This is an optimization exercise on Yosys and OpenROAD, whose aim is small area and a short achievable clock period, not a production implementation. At most, simulation tests tie the RTL to the original design; equivalence was not proved.

==> 01-28 <==
## dpu_pe_operator_top
module dpu_pe_operator_top (
  input               clk,
  input        [31:0] in_0,
  input        [31:0] in_1,
  input        [3:0]  opcode,
  input        [1:0]  precision_config,
  output logic [31:0] out
);
  logic        m16_a, m8_a;
  logic [24:0] mw0_a, mw1_a;
  logic [7:0]  esw0_a, esw1_a;
  logic [14:0] dr0_a, dr1_a;
  logic [3:0]  fl0_a, fl1_a;
  logic [31:0] np_a;
  logic        in_0_bigger;
  assign m16_a = (precision_config == 2'd1);
  assign m8_a  = (precision_config == 2'd2);
  posit_decode DEC0 (.x(in_0), .m16(m16_a), .m8(m8_a), .mw(mw0_a), .esw(esw0_a), .dr(dr0_a), .fl(fl0_a));
  posit_decode DEC1 (.x(in_1), .m16(m16_a), .m8(m8_a), .mw(mw1_a), .esw(esw1_a), .dr(dr1_a), .fl(fl1_a));
  logic [31:0] cmp_s;
  padd #(.N(32), .BK(1)) CMP (.a(in_0), .b(~in_1), .ci(1'b0), .s(cmp_s), .co(in_0_bigger));
  always_comb begin
    case (opcode)
      4'd6:    np_a = in_0;
      4'd7:    np_a = in_0_bigger ? in_0 : in_1;
  ...
==> module posit_decode, before the edit <==
module posit_decode (
  input  logic [31:0] x,
  input  logic        m16,
  input  logic        m8,
  output logic [24:0] mw,
  output logic [7:0]  esw,
  output logic [14:0] dr,
  output logic [3:0]  fl
);
  logic             m32;
  logic [5:0][31:0] c;          
  logic [4:0][3:0]  d;          
  logic             f32;
  logic [1:0]       f16;
  logic [3:0]       f8;
  logic             nz32;
  logic [1:0]       nz16;
  logic [3:0]       nz8;
  assign m32 = ~m16 & ~m8;
  assign f32 = x[31];
  assign f16 = {x[31], x[15]};
  assign f8  = {x[31], x[23], x[15], x[7]};
  assign fl  = f8;
  assign nz8  = {|x[31:24], |x[23:16], |x[15:8], |x[7:0]};
  assign nz16 = {nz8[3] | nz8[2], nz8[1] | nz8[0]};
  assign nz32 = |nz8;
  function automatic logic alleq(input logic [15:0] v, input integer k, input logic b);
    alleq = ((v ^ {16{b}}) & ((17'd1 << k) - 17'd1)) == 16'd0;
  endfunction
  always_comb begin
    c[0] = x;
    for (integer t = 0; t < 5; t = t + 1) begin
      integer k;
      k = 16 >> t;
      for (integer s = 0; s < 4; s = s + 1) begin
        logic c32, c16, c8;
        c32 = alleq(16'(c[t][30 -: 16] >> (16 - k)), k, f32);
        c16 = (k <= 8)  ? alleq(16'({1'b0, c[t][16*(s/2)+14 -: 15]} >> (15 - k)), k, f16[s/2]) : 1'b0;
        c8  = (k <= 4)  ? alleq(16'({9'b0, c[t][8*s+6 -: 7]} >> (7 - k)), k, f8[s]) : 1'b0;
        d[t][s] = m8 ? c8 : (m16 ? c16 : c32);
      end
      for (integer j = 0; j < 32; j = j + 1) begin
        logic src;
        integer s;
        s = j / 8;
        if (j - k >= 8 * s)            src = c[t][j-k];
        else if (j - k >= 16 * (s/2))  src = m8 ? 1'b0 : c[t][j-k];
        else if (j - k >= 0)           src = m32 ? c[t][j-k] : 1'b0;
        else                           src = 1'b0;
        c[t+1][j] = d[t][s] ? src : c[t][j];
      end
    end
  end
  assign dr = {d[0][3], d[1][3], d[1][1], d[2], d[3], d[4]};
  always_comb begin
    if (m8) begin
      mw = '0;
      for (integer i = 0; i < 4; i = i + 1) begin
        mw[6*i +: 5]  = {nz8[i], c[5][8*i+3 -: 4]};
        esw[2*i +: 2] = c[5][8*i+5 -: 2];
      end
    end else if (m16) begin
      mw = '0;
      mw[10:0]  = {nz16[0], c[5][9:0]};
      mw[24:14] = {nz16[1], c[5][25:16]};
      esw = {c[5][29:26], c[5][13:10]};
    end else begin
      mw = {nz32, c[5][23:0]};
      esw = {2'b0, c[5][29:24]};
    end
  end
endmodule
Settings: LEC_CHECK=0, ABC_AREA=1, CAP_MARGIN=20, CORE_MARGIN=2, CORE_UTILIZATION=40, SLEW_MARGIN=20; clock period 30.0 ns.
standard.sh (not shown) runs the stock make flow with config.mk's settings and CLKGATE_MAP_FILE= SYNTH_SCRIPT=/design/flow/synth_recipe.tcl, a recipe that flattens the netlist after the stock synthesis.
==> flow/flow/run.sh <==
#!/bin/bash
# Standard layout (the standard.sh: the standard synthesis and ORFS
# steps at the design's clock period and constraints), with the timing
# repair steps asked to keep a larger setup slack margin so that they size
# and buffer the critical paths. The log of the whole run is standard.log.
bash standard.sh SETUP_SLACK_MARGIN=20 finish > standard.log 2>&1
==> 06-09: changes against 01-28 <==
--- a/flow/design.v
+++ b/flow/design.v
@@ -2260,27 +2260,51 @@
   assign f16 = {x[31], x[15]};
   assign f8  = {x[31], x[23], x[15], x[7]};
   assign fl  = f8;
   assign nz8  = {|x[31:24], |x[23:16], |x[15:8], |x[7:0]};
   assign nz16 = {nz8[3] | nz8[2], nz8[1] | nz8[0]};
   assign nz32 = |nz8;
-  function automatic logic alleq(input logic [15:0] v, input integer k, input logic b);
-    alleq = ((v ^ {16{b}}) & ((17'd1 << k) - 17'd1)) == 16'd0;
-  endfunction
+  logic [31:0]     y, yl;
+  logic [3:0]      z8;            
+  logic [3:0][2:0] c8;            
+  logic [4:0]      l32;
+  logic [1:0][3:0] l16;
+  logic [3:0][2:0] l8;
+  always_comb begin
+    for (integer j = 0; j < 32; j = j + 1)
+      y[j] = x[j] ^ (m8 ? f8[j/8] : (m16 ? f16[j/16] : f32));
+    yl = {y[30:0], 1'b1};
+    yl[8]  = m8 ? 1'b1 : y[7];
+    yl[16] = (m8 | m16) ? 1'b1 : y[15];
+    yl[24] = m8 ? 1'b1 : y[23];
+    for (integer s = 0; s < 4; s = s + 1) begin
+      z8[s] = (yl[8*s +: 8] == 8'd0);
+      c8[s] = 3'd7;
+      for (integer i = 0; i < 8; i = i + 1)
+        if (yl[8*s + i]) c8[s] = 3'(7 - i);
+    end
+    l8 = c8;
+    for (integer i = 0; i < 2; i = i + 1)
+      l16[i] = z8[2*i+1] ? {1'b1, c8[2*i]} : {1'b0, c8[2*i+1]};
+    if (!z8[3])      l32 = {2'b00, c8[3]};
+    else if (!z8[2]) l32 = {2'b01, c8[2]};
+    else if (!z8[1]) l32 = {2'b10, c8[1]};
+    else             l32 = {2'b11, c8[0]};
+    for (integer s = 0; s < 4; s = s + 1) begin
+      d[0][s] = m32 & l32[4];
+      d[1][s] = m8 ? 1'b0 : (m16 ? l16[s/2][3] : l32[3]);
+      d[2][s] = m8 ? l8[s][2] : (m16 ? l16[s/2][2] : l32[2]);
+      d[3][s] = m8 ? l8[s][1] : (m16 ? l16[s/2][1] : l32[1]);
+      d[4][s] = m8 ? l8[s][0] : (m16 ? l16[s/2][0] : l32[0]);
+    end
+  end
   always_comb begin
     c[0] = x;
     for (integer t = 0; t < 5; t = t + 1) begin
       integer k;
       k = 16 >> t;
-      for (integer s = 0; s < 4; s = s + 1) begin
-        logic c32, c16, c8;
-        c32 = alleq(16'(c[t][30 -: 16] >> (16 - k)), k, f32);
-        c16 = (k <= 8)  ? alleq(16'({1'b0, c[t][16*(s/2)+14 -: 15]} >> (15 - k)), k, f16[s/2]) : 1'b0;
-        c8  = (k <= 4)  ? alleq(16'({9'b0, c[t][8*s+6 -: 7]} >> (7 - k)), k, f8[s]) : 1'b0;
-        d[t][s] = m8 ? c8 : (m16 ? c16 : c32);
-      end
       for (integer j = 0; j < 32; j = j + 1) begin
         logic src;
         integer s;
         s = j / 8;
         if (j - k >= 8 * s)            src = c[t][j-k];
         else if (j - k >= 16 * (s/2))  src = m8 ? 1'b0 : c[t][j-k];
==> flow/flow/run.sh (replaced) <==
#!/bin/bash
# Standard layout (the standard.sh: the standard synthesis and ORFS
# steps at the design's clock period and constraints), with the timing
# repair steps asked to keep a larger setup slack margin so that they size
# and buffer the critical paths. The log of the whole run is standard.log.
bash standard.sh SETUP_SLACK_MARGIN=19.5 finish > standard.log 2>&1
CORE_UTILIZATION = 55   (was 40)
==> 06-18: changes against 01-28 <==
--- a/flow/design.v
+++ b/flow/design.v
@@ -2172,73 +2172,13 @@
   assign s971 = sx324 ^ pp349 ^ c878;
   assign c972 = (sx324 & pp349) | (sx324 & c878) | (pp349 & c878);
   assign s973 = pp350 ^ 1'b1;
   assign c974 = pp350 & 1'b1;
   assign x = {s973, s971, s969, s967, s965, s963, s961, s959, s957, s955, s953, s951, s949, s947, s945, s943, s941, s939, s937, s935, s933, s931, s929, s927, s925, s923, s921, s919, s917, s915, s913, s911, s909, s907, s905, s903, s901, s899, s897, s895, s893, s891, s889, s887, s885, s883, s881, neg1, pp2, pp1};
   assign y = {c972, c970, c968, c966, c964, c962, c960, c958, c956, c954, c952, c950, c948, c946, c944, c942, c940, c938, c936, c934, c932, c930, c928, c926, c924, c922, c920, c918, c916, c914, c912, c910, c908, c906, c904, c902, c900, c898, c896, c894, c892, c890, c888, c886, c884, c882, c880, s879, 1'b0, neg0};
-  logic co;
-  padd #(.N(50), .BK(0)) CPA (.a(x), .b(y), .ci(1'b0), .s(p), .co(co));
-endmodule
-module padd #(parameter N = 32, parameter BK = 0) (
-  input  logic [N-1:0] a,
-  input  logic [N-1:0] b,
-  input  logic         ci,
-  output logic [N-1:0] s,
-  output logic         co
-);
-  localparam L = $clog2(N + 1);
-  logic [N:0] g0, p0;
-  logic [2*L:0][N:0] gl, pl;
-  assign g0 = {a & b, ci};
-  assign p0 = {a ^ b, 1'b0};
-  always_comb begin
-    gl = '0;
-    pl = '0;
-    gl[0] = g0;
-    pl[0] = p0;
-    if (BK == 0) begin
-      for (integer l = 0; l < L; l = l + 1) begin
-        for (integer i = 0; i <= N; i = i + 1) begin
-          if ((i >> l) & 1) begin
-            gl[l+1][i] = gl[l][i] | (pl[l][i] & gl[l][((i >> l) << l) - 1]);
-            pl[l+1][i] = pl[l][i] & pl[l][((i >> l) << l) - 1];
-          end else begin
-            gl[l+1][i] = gl[l][i];
-            pl[l+1][i] = pl[l][i];
-          end
-        end
-      end
-      for (integer l = L; l < 2 * L; l = l + 1) begin
-        gl[l+1] = gl[l];
-        pl[l+1] = pl[l];
-      end
-    end else begin
-      for (integer l = 0; l < L; l = l + 1) begin
-        gl[l+1] = gl[l];
-        pl[l+1] = pl[l];
-        for (integer i = 0; i <= N; i = i + 1)
-          if (((i + 1) % (2 << l)) == 0) begin
-            gl[l+1][i] = gl[l][i] | (pl[l][i] & gl[l][i - (1 << l)]);
-            pl[l+1][i] = pl[l][i] & pl[l][i - (1 << l)];
-          end
-      end
-      for (integer l = L - 1; l >= 1; l = l - 1) begin
-        gl[2*L-l] = gl[2*L-l-1];
-        pl[2*L-l] = pl[2*L-l-1];
-        for (integer i = 0; i <= N; i = i + 1)
-          if (((i + 1) % (1 << l)) == (1 << (l - 1)) && i >= (1 << l)) begin
-            gl[2*L-l][i] = gl[2*L-l-1][i] | (pl[2*L-l-1][i] & gl[2*L-l-1][i - (1 << (l-1))]);
-            pl[2*L-l][i] = pl[2*L-l-1][i] & pl[2*L-l-1][i - (1 << (l-1))];
-          end
-      end
-      gl[2*L] = gl[2*L-1];
-      pl[2*L] = pl[2*L-1];
-    end
-  end
-  assign s  = p0[N:1] ^ gl[2*L][N-1:0];
-  assign co = gl[2*L][N];
+  assign p = x + y;
 endmodule
 module posit_decode (
   input  logic [31:0] x,
   input  logic        m16,
   input  logic        m8,
   output logic [24:0] mw,
@@ -2379,15 +2319,14 @@
         else if (j + k <= 7 * s + 6)        src = c[t][j+k];
         else if (j + k <= 14 * (s/2) + 13)  src = m8 ? 1'b0 : c[t][j+k];
         else                                src = m32 ? c[t][j+k] : 1'b0;
         c[t+1][j] = d[t][s] ? src : c[t][j];
       end
     end
+    sum = big + c[5];
   end
-  logic co;
-  padd #(.N(28), .BK(0)) ADD (.a(big), .b(c[5]), .ci(1'b0), .s(sum), .co(co));
 endmodule
 module lane_add28 (
   input  logic [27:0] a,
   input  logic [27:0] b,
   input  logic [3:0]  cin,
   input  logic        brk,
@@ -2395,45 +2334,45 @@
 );
   logic [15:0] x0, y0, z0, x1, y1, z1;
   assign x0 = {a[13:7],  brk ? cin[1] : 1'b1, a[6:0],   cin[0]};
   assign y0 = {b[13:7],  brk & cin[1],        b[6:0],   cin[0]};
   assign x1 = {a[27:21], brk ? cin[3] : 1'b1, a[20:14], cin[2]};
   assign y1 = {b[27:21], brk & cin[3],        b[20:14], cin[2]};
-  logic co0, co1;
-  padd #(.N(16), .BK(0)) ADD0 (.a(x0), .b(y0), .ci(1'b0), .s(z0), .co(co0));
-  padd #(.N(16), .BK(0)) ADD1 (.a(x1), .b(y1), .ci(1'b0), .s(z1), .co(co1));
+  assign z0 = x0 + y0;
+  assign z1 = x1 + y1;
   assign s = {z1[15:9], z1[7:1], z0[15:9], z0[7:1]};
 endmodule
 module posit_encode (
   input  logic [31:0] w,
   input  logic [3:0]  g,
   input  logic        d16,         
   input  logic [1:0]  d8,          
   input  logic [3:0]  d4,          
   input  logic [3:0]  d2,
   input  logic [3:0]  d1,
-  input  logic [3:0]  fill,        
-  input  logic        xh,          
-  input  logic        xf,          
   input  logic        m16,
   input  logic        m8,
   output logic [31:0] out
 );
+  logic m32;
   logic [5:0][31:0] c;
   logic [5:0]       r32;
   logic [5:0][1:0]  r16;
   logic [5:0][3:0]  r8;
   logic [4:0][3:0]  d;
+  logic [3:0]       fill;
   logic [31:0]      rb;
+  assign m32 = ~m16 & ~m8;
   always_comb begin
     for (integer s = 0; s < 4; s = s + 1) begin
       d[0][s] = d16;
       d[1][s] = d8[s/2];
       d[2][s] = d4[s];
       d[3][s] = d2[s];
       d[4][s] = d1[s];
+      fill[s] = m8 ? w[8*s+7] : (m16 ? w[16*(s/2)+15] : w[31]);
     end
     c[0] = w;
     r32[0] = g[0];
     r16[0] = {g[2], g[0]};
     r8[0]  = g;
     for (integer t = 0; t < 5; t = t + 1) begin
@@ -2442,14 +2381,14 @@
       for (integer j = 0; j < 32; j = j + 1) begin
         logic src;
         integer s;
         s = j / 8;
         if (j + k > 31)                     src = fill[s];
         else if (j + k <= 8 * s + 7)        src = c[t][j+k];
-        else if (j + k <= 16 * (s/2) + 15)  src = xh ? c[t][j+k] : fill[s];
-        else                                src = xf ? c[t][j+k] : fill[s];
+        else if (j + k <= 16 * (s/2) + 15)  src = m8 ? fill[s] : c[t][j+k];
+        else                                src = m32 ? c[t][j+k] : fill[s];
         c[t+1][j] = d[t][s] ? src : c[t][j];
       end
       r32[t+1] = d[t][0] ? c[t][k-1] : r32[t];
       for (integer i = 0; i < 2; i = i + 1)
         r16[t+1][i] = (k <= 8 && d[t][2*i]) ? c[t][16*i + k - 1] : r16[t][i];
       for (integer i = 0; i < 4; i = i + 1)
@@ -2457,15 +2396,14 @@
     end
     rb = '0;
     rb[0]  = m8 ? r8[5][0] : (m16 ? r16[5][0] : r32[5]);
     rb[8]  = m8 & r8[5][1];
     rb[16] = m8 ? r8[5][2] : (m16 & r16[5][1]);
     rb[24] = m8 & r8[5][3];
+    out = c[5] + rb;
   end
-  logic co;
-  padd #(.N(32), .BK(0)) INC (.a(c[5]), .b(rb), .ci(1'b0), .s(out), .co(co));
 endmodule
 module posit_core (
   input  logic [24:0] mw0,
   input  logic [24:0] mw1,
   input  logic [7:0]  esw0,
   input  logic [7:0]  esw1,
@@ -2484,14 +2422,13 @@
   output logic [31:0] w,
   output logic [3:0]  g,
   output logic        d16,
   output logic [1:0]  d8,
   output logic [3:0]  d4,
   output logic [3:0]  d2,
-  output logic [3:0]  d1,
-  output logic [3:0]  fill
+  output logic [3:0]  d1
 );
   logic       m32;
   assign m32 = ~m16 & ~m8;
   logic       nz0_32, nz1_32;
   logic [1:0] nz0_16, nz1_16;
   logic [3:0] nz0_8,  nz1_8;
@@ -2678,14 +2615,12 @@
         d8 = {2{s32[3]}};
         d4 = {4{s32[2]}};
         d2 = {4{s32[1]}};
         d1 = {4{s32[0]}};
       end
     end
-    for (integer s = 0; s < 4; s = s + 1)
-      fill[s] = m8 ? w[8*s+7] : (m16 ? w[16*(s/2)+15] : w[31]);
   end
 endmodule
 module dpu_pe_operator_top (
   input               clk,
   input        [31:0] in_0,
   input        [31:0] in_1,
@@ -2701,14 +2636,13 @@
   logic [31:0] np_a;
   logic        in_0_bigger;
   assign m16_a = (precision_config == 2'd1);
   assign m8_a  = (precision_config == 2'd2);
   posit_decode DEC0 (.x(in_0), .m16(m16_a), .m8(m8_a), .mw(mw0_a), .esw(esw0_a), .dr(dr0_a), .fl(fl0_a));
   posit_decode DEC1 (.x(in_1), .m16(m16_a), .m8(m8_a), .mw(mw1_a), .esw(esw1_a), .dr(dr1_a), .fl(fl1_a));
-  logic [31:0] cmp_s;
-  padd #(.N(32), .BK(1)) CMP (.a(in_0), .b(~in_1), .ci(1'b0), .s(cmp_s), .co(in_0_bigger));
+  assign in_0_bigger = in_0 > in_1;
   always_comb begin
     case (opcode)
       4'd6:    np_a = in_0;
       4'd7:    np_a = in_0_bigger ? in_0 : in_1;
       4'd8:    np_a = in_0_bigger ? in_1 : in_0;
       default: np_a = '0;
@@ -2741,38 +2675,31 @@
   end
   logic [31:0] w_b;
   logic [3:0]  g_b;
   logic        d16_b;
   logic [1:0]  d8_b;
   logic [3:0]  d4_b, d2_b, d1_b;
-  logic [3:0]  fill_b;
   posit_core CORE (.mw0(mw0_q), .mw1(mw1_q), .esw0(esw0_q), .esw1(esw1_q), .dr0(dr0_q), .dr1(dr1_q),
                    .fl0(fl0_q), .fl1(fl1_q), .np(np_q),
                    .posit(posit_q), .mul(mul_q), .m16(m16_q), .m8(m8_q),
                    .mm32(mm32_q), .mn8(mn8_q), .mn16(mn16_q),
-                   .w(w_b), .g(g_b), .d16(d16_b), .d8(d8_b), .d4(d4_b), .d2(d2_b), .d1(d1_b), .fill(fill_b));
+                   .w(w_b), .g(g_b), .d16(d16_b), .d8(d8_b), .d4(d4_b), .d2(d2_b), .d1(d1_b));
   logic [31:0] w_q;
   logic [3:0]  g_q;
   logic        d16_q;
   logic [1:0]  d8_q;
   logic [3:0]  d4_q, d2_q, d1_q;
   logic        m16_qq, m8_qq;
-  logic [3:0]  fill_q;
-  logic        xh_q, xf_q;
   always_ff @(posedge clk) begin
     w_q    <= w_b;
     g_q    <= g_b;
     d16_q  <= d16_b;
     d8_q   <= d8_b;
     d4_q   <= d4_b;
     d2_q   <= d2_b;
     d1_q   <= d1_b;
     m16_qq <= m16_q;
     m8_qq  <= m8_q;
-    fill_q <= fill_b;
-    xh_q   <= ~m8_q;
-    xf_q   <= ~m8_q & ~m16_q;
   end
   posit_encode ENC (.w(w_q), .g(g_q), .d16(d16_q), .d8(d8_q), .d4(d4_q), .d2(d2_q), .d1(d1_q),
-                    .fill(fill_q), .xh(xh_q), .xf(xf_q),
                     .m16(m16_qq), .m8(m8_qq), .out(out));
 endmodule
==> comparison table <==
| item | 06-09 | 06-18 | 01-28 |
|---|---|---|---|
| Number of global-route vias before repair | 45,000 | 48,200 | 45,500 |
| Detail Route met2 WL | 77.4 mm | 88.7 mm | 85.6 mm |
| Critical path data required time | 30.39 ns | 24.00 ns | 24.00 ns |
| Tap Cells | 1,030 | 1,414 | 1,380 |
| Routing usage on met2 | 70.4% | 55.2% | 54.4% |
| Outcome | complete, no violations | complete, no violations | complete, no violations |
| Die outline area | 79,100 um2 | 112,000 um2 | 108,000 um2 |
| Worst relative slew slack | 29.7% | 15.9% | 23.7% |
| Final std cells w/o fill | 7,577 | 8,688 | 8,258 |
| Synthesized area per cell | 6.39 um2 | 6.15 um2 | 6.26 um2 |
| Capture point of the worst reg-to-reg path | w_q[21] | w_q[28] | g_q[2] |
| Total routed wirelength | 186 mm | 205 mm | 196 mm |
| Starting density of the core | 55.6% | 40.3% | 40.5% |
Function not checked in 01-28 and 06-18: the RTL went through the layout flow alone.

==> separate check: timing with driven ports <==
The results above use ideal ports. As a check the final layouts listed here were re-extracted and re-timed, cells and wires unchanged.
Step 1: set_driving_cell puts a clkbuf_16 on clk and a buf_2 on each other input, an assumption about the parent block.
Step 2 adds t to the input delays and takes it off the output delays; t is the mean of the earliest and latest rising clock arrival at the registers after step 1. Input paths then give back, and output paths get back, about the clock's delay inside the block.
a / b / c = ideal ports / drivers / drivers and shift; a / b = the first two.
run | shift t [ns] | setup slack, ns | clock arrival spread, ns | worst slew at a driven data input, ns | pins driven straight from the clock port
01-28 | 0.627 | 19.570 / 19.511 / 19.400 | 0.043 / 0.043 | 0.05 | 1
06-09 | 0.636 | 19.655 / 19.702 / 19.066 | 0.064 / 0.064 | 0.08 | 1
06-18 | 0.579 | 19.111 / 19.039 / 19.570 | 0.033 / 0.033 | 0.04 | 1
After both steps every run listed still meets setup and hold. For 06-09, which loses most, drivers alone change the setup slack by +0.047 ns; drivers and shift together by -0.589 ns.
